What follows belongs to an exercise in optimizing a design on an open flow for small area, a short achievable clock period and few clock cycles per item; a production flow would make more cautious choices. At most, simulation tests tie the RTL to the original design; equivalence was not proved. Power and IR drop assume default switching activity.

==> wip/amber: inputs <==
==> flow/design.v <==
`timescale 1ns / 1ps
module input_buffer #(
    parameter N = 15
)(
    input              i_clk,
    input      [7:0]   i_mem_pixel,
    output reg [N*8-1:0] o_taps
);
    always @(posedge i_clk) begin
        o_taps <= {o_taps[(N-1)*8-1:0], i_mem_pixel};
    end
endmodule
`timescale 1ns / 1ps
module image_filter #(
    parameter H = 6
)(
    input                i_clk,
    input                i_nrst,
    input      [3:0]     i_mode,           
    input                i_valid,
    input      [(2*H+3)*8-1:0] i_taps,
    output reg           o_wstb,
    output reg [7:0]     o_filtered_pixel
);
    wire ident = i_mode[0];
    wire sharp = i_mode[1];
    wire edged = i_mode[2];
    wire blur  = i_mode[3];
    wire [7:0] p00 = i_taps[(2*H+2)*8 +: 8];
    wire [7:0] p01 = i_taps[(  H+2)*8 +: 8];
    wire [7:0] p02 = i_taps[(    2)*8 +: 8];
    wire [7:0] p10 = i_taps[(2*H+1)*8 +: 8];
    wire [7:0] p11 = i_taps[(  H+1)*8 +: 8];
    wire [7:0] p12 = i_taps[(    1)*8 +: 8];
    wire [7:0] p20 = i_taps[(2*H  )*8 +: 8];
    wire [7:0] p21 = i_taps[(  H  )*8 +: 8];
    wire [7:0] p22 = i_taps[(    0)*8 +: 8];
    reg  [9:0]  x1, d1;
    reg  [7:0]  c1;
    reg         v1;
    wire [12:0] s2;
    wire [12:0] opa = blur  ? {2'b0, c1, 3'b111} :
                      edged ? {2'b0, c1, 3'b010} :
                      sharp ? {3'b0, c1, 2'b01}  : {5'b0, c1};
    wire [12:0] opb = blur  ? {2'b0, x1, 1'b0} :
                      ident ? 13'd0 : ~{3'b0, x1};
    wire [12:0] ope = blur  ? {3'b0, d1} :
                      edged ? ~{3'b0, d1} :
                      sharp ? {5'b0, c1} : 13'd0;
    wire [12:0] css = opa ^ opb ^ ope;
    wire [12:0] csc = {(opa[11:0] & opb[11:0]) | (opa[11:0] & ope[11:0]) | (opb[11:0] & ope[11:0]), blur};
    assign s2 = css + csc;
    reg  [7:0]  clamped;
    always @(*) begin
        if (blur)
            clamped = s2[12] ? 8'hff : s2[11:4];
        else if (s2[12])
            clamped = 8'h00;
        else if (|s2[11:8])
            clamped = 8'hff;
        else
            clamped = s2[7:0];
    end
    always @(posedge i_clk) begin
        x1 <= p01 + p10 + p12 + p21;
        d1 <= p00 + p02 + p20 + p22;
        c1 <= ident ? p22 : p11;
        o_filtered_pixel <= clamped;
    end
    always @(posedge i_clk or negedge i_nrst) begin
        if (!i_nrst) begin
            v1     <= 1'b0;
            o_wstb <= 1'b0;
        end else begin
            v1     <= i_valid;
            o_wstb <= v1;
        end
    end
endmodule
`timescale 1ns / 1ps
module gpu_arithmetic #(
    parameter PIXEL_WIDTH           = 8,
    parameter H                     = 6
)(
    input                      i_clk,
    input                      i_nrst,
    input   [PIXEL_WIDTH-1:0]  i_mem_pixel,
    input   [3:0]              i_mode,
    input                      i_valid,
    output                     o_wstb,
    output  [PIXEL_WIDTH-1:0]  o_filtered_pixel
);
    localparam N = 2*H + 3;                  
    wire [N*8-1:0] taps;
    input_buffer #(
        .N                  (N                  )
    ) i_input_buffer (
        .i_clk              (i_clk              ),
        .i_mem_pixel        (i_mem_pixel        ),
        .o_taps             (taps               )
    );
    image_filter #(
        .H                  (H                  )
    ) i_image_filter (
        .i_clk              (i_clk              ),
        .i_nrst             (i_nrst             ),
        .i_mode             (i_mode             ),
        .i_valid            (i_valid            ),
        .i_taps             (taps               ),
        .o_wstb             (o_wstb             ),
        .o_filtered_pixel   (o_filtered_pixel   )
    );
endmodule
`timescale 1ns / 1ps
module gpu_controller #(
    parameter ZP_IMAGE_WIDTH        = 34,
    parameter ZP_IMAGE_HEIGHT       = 34,
    parameter H                     = 6
)(
    input               i_clk,
    input               i_nrst,
    input               i_start_pulse,
    input      [1:0]    i_filter_type,
    output     [17:0]   o_mem_addr,
    output reg [3:0]    o_mode,
    output reg          o_win_valid,
    input               i_wstb,
    output reg          o_finish_pulse,
    output     [17:0]   o_filtered_addr
);
    localparam W    = ZP_IMAGE_WIDTH;
    localparam OW   = ZP_IMAGE_WIDTH - 2;
    localparam OH   = ZP_IMAGE_HEIGHT - 2;
    localparam R    = H - 2;                 
    localparam NS   = OH / R;                
    localparam KB   = 3;
    localparam XB   = 6;
    localparam SB   = 3;
    localparam JB   = 2;
    localparam CB   = 5;
    localparam AB   = 11;
    localparam NB   = SB + CB + JB;          
    reg            start_q;
    reg  [1:0]     ft_q;
    reg            running;
    reg  [KB-1:0]  k;
    reg  [XB-1:0]  x;
    reg  [SB-1:0]  s;
    reg  [AB-1:0]  addr;
    reg  [NB-1:0]  cnt;
    wire ident   = o_mode[0];
    wire k_end   = ident ? (k == R-1)  : (k == H-1);
    wire x_end   = ident ? (x == OW-1) : (x == W-1);
    wire s_end   = (s == NS-1);
    localparam [AB-1:0] STEP_ROW   = W;
    localparam [AB-1:0] STEP_COL_N = 1 - (H-1)*W;
    localparam [AB-1:0] STEP_COL_I = 1 - (R-1)*W;
    localparam [AB-1:0] STEP_STR_N = -W - (W-1);
    localparam [AB-1:0] STEP_STR_I = W - (OW-1);
    reg [AB-1:0] step;
    always @(*) begin
        if (!k_end)      step = STEP_ROW;
        else if (!x_end) step = ident ? STEP_COL_I : STEP_COL_N;
        else             step = ident ? STEP_STR_I : STEP_STR_N;
    end
    assign o_mem_addr      = {{(18-AB){1'b0}}, addr};
    assign o_filtered_addr = {{(18-NB){1'b0}}, cnt[NB-1 -: SB], cnt[JB-1:0], cnt[JB +: CB]};
    always @(posedge i_clk or negedge i_nrst) begin
        if (!i_nrst) begin
            start_q        <= 1'b0;
            running        <= 1'b0;
            o_win_valid    <= 1'b0;
            o_finish_pulse <= 1'b0;
        end else begin
            start_q        <= i_start_pulse;
            if (start_q)
                running    <= 1'b1;
            else if (k_end && x_end && s_end)
                running    <= 1'b0;
            o_win_valid    <= running && (ident || (k >= 2 && x >= 2));
            o_finish_pulse <= i_wstb && (&cnt);
        end
    end
    always @(posedge i_clk) begin
        ft_q <= i_filter_type;
        if (start_q) begin
            o_mode <= 4'b0001 << ft_q;
            k      <= 0;
            x      <= 0;
            s      <= 0;
            addr   <= (ft_q == 2'd0) ? W + 1 : 0;
            cnt    <= 0;
        end else begin
            addr <= addr + step;
            if (!k_end) begin
                k <= k + 1'b1;
            end else begin
                k <= 0;
                if (!x_end) begin
                    x <= x + 1'b1;
                end else begin
                    x <= 0;
                    s <= s + 1'b1;
                end
            end
            if (i_wstb)
                cnt <= cnt + 1'b1;
        end
    end
endmodule
`timescale 1ns / 1ps
module mini_gpu #(
    parameter PIXEL_WIDTH           = 8,
    parameter ADDR_WIDTH            = 18,
    parameter FILTER_WIDTH          = 2,
    parameter ARRAY_WIDTH           = 4,
    parameter ZP_IMAGE_WIDTH        = 34,
    parameter ZP_IMAGE_HEIGHT       = 34
)(
    input                      i_clk,
    input                      i_nrst,
    input   [PIXEL_WIDTH-1:0]  i_mem_pixel,
    output  [ADDR_WIDTH-1 :0]  o_mem_addr,
    input                      i_start_pulse,
    input   [FILTER_WIDTH-1:0] i_filter_type,
    output                     o_finish_pulse,
    output                     o_filtered_wstb,
    output  [ADDR_WIDTH-1 :0]  o_filtered_addr,
    output  [PIXEL_WIDTH-1:0]  o_filtered_pixel
);
    localparam H = 6;                        
    wire       win_valid;
    wire       last_write;
    wire [3:0] mode;                         
    wire [PIXEL_WIDTH-1:0] pixel;
    gpu_controller #(
        .ZP_IMAGE_WIDTH     (ZP_IMAGE_WIDTH     ),
        .ZP_IMAGE_HEIGHT    (ZP_IMAGE_HEIGHT    ),
        .H                  (H                  )
    ) i_gpu_controller (
        .i_clk              (i_clk              ),
        .i_nrst             (i_nrst             ),
        .i_start_pulse      (i_start_pulse      ),
        .i_filter_type      (i_filter_type      ),
        .o_mem_addr         (o_mem_addr         ),
        .o_mode             (mode               ),
        .o_win_valid        (win_valid          ),
        .i_wstb             (o_filtered_wstb    ),
        .o_finish_pulse     (o_finish_pulse     ),
        .o_filtered_addr    (o_filtered_addr    )
    );
    gpu_arithmetic #(
        .PIXEL_WIDTH        (PIXEL_WIDTH        ),
        .H                  (H                  )
    ) i_gpu_arithmetic (
        .i_clk              (i_clk              ),
        .i_nrst             (i_nrst             ),
        .i_mem_pixel        (i_mem_pixel        ),
        .i_mode             (mode               ),
        .i_valid            (win_valid          ),
        .o_wstb             (o_filtered_wstb    ),
        .o_filtered_pixel   (o_filtered_pixel   )
    );
endmodule
==> flow/flow/run.sh <==
#!/bin/bash
# Standard layout, with plain buffers on the ports and a lighter clock tree.
set -euo pipefail
bash standard.sh \
  "BUFFER_PORTS_ARGS=-buffer_cell sky130_fd_sc_hd__buf_1" \
  "CTS_ARGS=-sink_clustering_enable -repair_clock_nets -dont_use_dummy_load -buf_list sky130_fd_sc_hd__clkbuf_16 -sink_clustering_size 24 -sink_clustering_max_diameter 150" \
  finish > standard.log 2>&1
==> flow/standard.sh <==
#!/bin/bash
# synth_recipe.tcl (not shown) runs the flow's synth.tcl, then flattens the netlist and writes it again
# the make line also repeats each setting of config.mk as NAME=value (left out here)
make -C /OpenROAD-flow-scripts/flow DESIGN_CONFIG=/design/flow/config.mk WORK_HOME=/design/flow/orfs CLKGATE_MAP_FILE= SYNTH_SCRIPT=/design/flow/synth_recipe.tcl "${@:-finish}"
==> flow/config.mk <==
export PLATFORM = sky130hd
export DESIGN_NAME = mini_gpu
export DESIGN_NICKNAME = mini_gpu
export VERILOG_FILES = /design/flow/design.v
export SDC_FILE = /design/flow/constraint.sdc
export NUM_CORES = 4
export LEC_CHECK = 0
export CAP_MARGIN = 20
export CORE_MARGIN = 2
export CORE_UTILIZATION = 50
export SLEW_MARGIN = 20
==> flow/constraint.sdc <==
create_clock -name core_clock -period 20.0 [get_ports {i_clk}]
set_input_delay 4.0000 -clock core_clock [delete_from_list [all_inputs] [get_ports {i_clk}]]
set_output_delay 4.0000 -clock core_clock [all_outputs]
set_load 0.01 [all_outputs]
==> wip/willow: changes against wip/amber <==
--- a/flow/design.v
+++ b/flow/design.v
@@ -21,4 +21,5 @@
     input      [(2*H+3)*8-1:0] i_taps,
     output reg           o_wstb,
+    output reg           o_wstb_int,       
     output reg [7:0]     o_filtered_pixel
 );
@@ -70,10 +71,13 @@
     always @(posedge i_clk or negedge i_nrst) begin
         if (!i_nrst) begin
-            v1     <= 1'b0;
-            o_wstb <= 1'b0;
+            v1         <= 1'b0;
+            o_wstb     <= 1'b0;
         end else begin
-            v1     <= i_valid;
-            o_wstb <= v1;
+            v1         <= i_valid;
+            o_wstb     <= v1;
         end
+    end
+    always @(posedge i_clk) begin
+        o_wstb_int <= v1;
     end
 endmodule
@@ -89,4 +93,5 @@
     input                      i_valid,
     output                     o_wstb,
+    output                     o_wstb_int,
     output  [PIXEL_WIDTH-1:0]  o_filtered_pixel
 );
@@ -109,4 +114,5 @@
         .i_taps             (taps               ),
         .o_wstb             (o_wstb             ),
+        .o_wstb_int         (o_wstb_int         ),
         .o_filtered_pixel   (o_filtered_pixel   )
     );
@@ -123,7 +129,8 @@
     input      [1:0]    i_filter_type,
     output     [17:0]   o_mem_addr,
-    output reg [3:0]    o_mode,
+    output reg [3:0]    o_mode,      
     output reg          o_win_valid,
-    input               i_wstb,
+    input               i_wstb,          
+    input               i_wstb_int,      
     output reg          o_finish_pulse,
     output     [17:0]   o_filtered_addr
@@ -142,5 +149,4 @@
     localparam NB   = SB + CB + JB;          
     reg            start_q;
-    reg  [1:0]     ft_q;
     reg            running;
     reg  [KB-1:0]  k;
@@ -150,7 +156,9 @@
     reg  [NB-1:0]  cnt;
     wire ident   = o_mode[0];
-    wire k_end   = ident ? (k == R-1)  : (k == H-1);
-    wire x_end   = ident ? (x == OW-1) : (x == W-1);
+    wire k_end   = (k == H-1);
+    wire x_end   = (x == W-1);
     wire s_end   = (s == NS-1);
+    wire [KB-1:0] k_first = ident ? 2 : 0;
+    wire [XB-1:0] x_first = ident ? 2 : 0;
     localparam [AB-1:0] STEP_ROW   = W;
     localparam [AB-1:0] STEP_COL_N = 1 - (H-1)*W;
@@ -178,16 +186,16 @@
             else if (k_end && x_end && s_end)
                 running    <= 1'b0;
-            o_win_valid    <= running && (ident || (k >= 2 && x >= 2));
+            o_win_valid    <= running && (k >= 2 && x >= 2);
             o_finish_pulse <= i_wstb && (&cnt);
         end
     end
     always @(posedge i_clk) begin
-        ft_q <= i_filter_type;
+        if (i_start_pulse)
+            o_mode <= 4'b0001 << i_filter_type;
         if (start_q) begin
-            o_mode <= 4'b0001 << ft_q;
-            k      <= 0;
-            x      <= 0;
+            k      <= k_first;
+            x      <= x_first;
             s      <= 0;
-            addr   <= (ft_q == 2'd0) ? W + 1 : 0;
+            addr   <= ident ? W + 1 : 0;
             cnt    <= 0;
         end else begin
@@ -196,14 +204,13 @@
                 k <= k + 1'b1;
             end else begin
-                k <= 0;
+                k <= k_first;
                 if (!x_end) begin
                     x <= x + 1'b1;
                 end else begin
-                    x <= 0;
+                    x <= x_first;
                     s <= s + 1'b1;
                 end
             end
-            if (i_wstb)
-                cnt <= cnt + 1'b1;
+            cnt <= cnt + i_wstb_int;
         end
     end
@@ -231,4 +238,5 @@
     localparam H = 6;                        
     wire       win_valid;
+    wire       wstb_int;
     wire       last_write;
     wire [3:0] mode;                         
@@ -247,4 +255,5 @@
         .o_win_valid        (win_valid          ),
         .i_wstb             (o_filtered_wstb    ),
+        .i_wstb_int         (wstb_int           ),
         .o_finish_pulse     (o_finish_pulse     ),
         .o_filtered_addr    (o_filtered_addr    )
@@ -260,4 +269,5 @@
         .i_valid            (win_valid          ),
         .o_wstb             (o_filtered_wstb    ),
+        .o_wstb_int         (wstb_int           ),
         .o_filtered_pixel   (o_filtered_pixel   )
     );
==> flow/flow/run.sh (replaced) <==
#!/bin/bash
# Standard layout, with plain buffers on the ports, a lighter clock tree, and
# stronger cells on the output paths (flow/pre_dpl.tcl, before detailed
# placement).
set -euo pipefail
bash standard.sh \
  "BUFFER_PORTS_ARGS=-buffer_cell sky130_fd_sc_hd__buf_1" \
  "CTS_ARGS=-sink_clustering_enable -repair_clock_nets -dont_use_dummy_load -buf_list sky130_fd_sc_hd__clkbuf_8 -root_buf sky130_fd_sc_hd__clkbuf_16 -sink_clustering_size 16 -sink_clustering_max_diameter 150" \
  "PRE_DETAIL_PLACE_TCL=$PWD/flow/pre_dpl.tcl" \
  finish > standard.log 2>&1
==> flow/flow/pre_dpl.tcl (new file) <==
# Before detailed placement: give the output ports stronger port buffers and
# stronger flip-flops to drive them (same cells, higher drive strength).
set up {
  sky130_fd_sc_hd__buf_1   sky130_fd_sc_hd__buf_4
  sky130_fd_sc_hd__dfxtp_1 sky130_fd_sc_hd__dfxtp_4
  sky130_fd_sc_hd__dfrtp_1 sky130_fd_sc_hd__dfrtp_4
}
proc driver_of {net} {
  foreach pin [get_pins -quiet -of_objects $net] {
    if {[get_property $pin direction] == "output"} { return [get_cells -of_objects $pin] }
  }
  return ""
}
set n 0
foreach port [get_ports *] {
  if {[get_property $port direction] != "output"} continue
  set buf [driver_of [get_nets [get_full_name $port]]]
  if {$buf == ""} continue
  set ref [get_property $buf ref_name]
  if {![dict exists $up $ref]} continue
  replace_cell [get_full_name $buf] [dict get $up $ref]
  incr n
  set ff [driver_of [get_nets -of_objects [get_pins [get_full_name $buf]/A]]]
  if {$ff == ""} continue
  set fref [get_property $ff ref_name]
  if {[dict exists $up $fref]} {
    replace_cell [get_full_name $ff] [dict get $up $fref]
    incr n
  }
}
puts "pre_dpl: resized $n cells"
==> summary of the runs <==
Between wip/amber and wip/willow, the lower clock skew is in wip/amber (gap 0.023 ns). Of wip/willow and wip/amber, wip/willow has the higher sequential share of layout area (gap 0.78 points). Combinational power is about the same in wip/amber and wip/willow. Of wip/willow and wip/amber, wip/amber has the higher clock power (gap about 15%, measured against wip/amber). Die area is about the same in wip/amber and wip/willow. In wip/willow the count of clock-buffer cells in the layout is higher than in wip/amber, by 5. First-iteration DRC count: wip/willow is smaller than wip/amber (19%).
Testbench counts of wip/amber, summed over its fixed seeds: cycles 35,664, frames 24.
For wip/willow, only the layout was checked, not whether the RTL still works.

==> what the ideal ports hide <==
How much do the figures lean on ideal ports? The routed layouts below were timed once more, with nothing changed but the port constraints.
Step 1 sets driving cells, clkbuf_16 on the clock port and buf_2 on the other inputs (assumed; they add their load-dependent delay and slew).
Step 2 moves the port delays by t, midway between the first and last clock arrival at a register: inputs arrive t later, outputs are due t later. That takes back most of the time a late clock gives input paths.
Slacks: ideal ports / drivers / drivers and shift; pairs: ideal ports / drivers.
| run | t, ns | setup slack, ns | clock arrival spread, ns |
|---|---|---|---|
| wip/amber | 0.490 | 14.880 / 14.836 / 15.294 | 0.029 / 0.029 |
| wip/willow | 0.410 | 15.015 / 14.973 / 15.382 | 0.056 / 0.055 |
After both steps setup and hold are still met in every run listed.
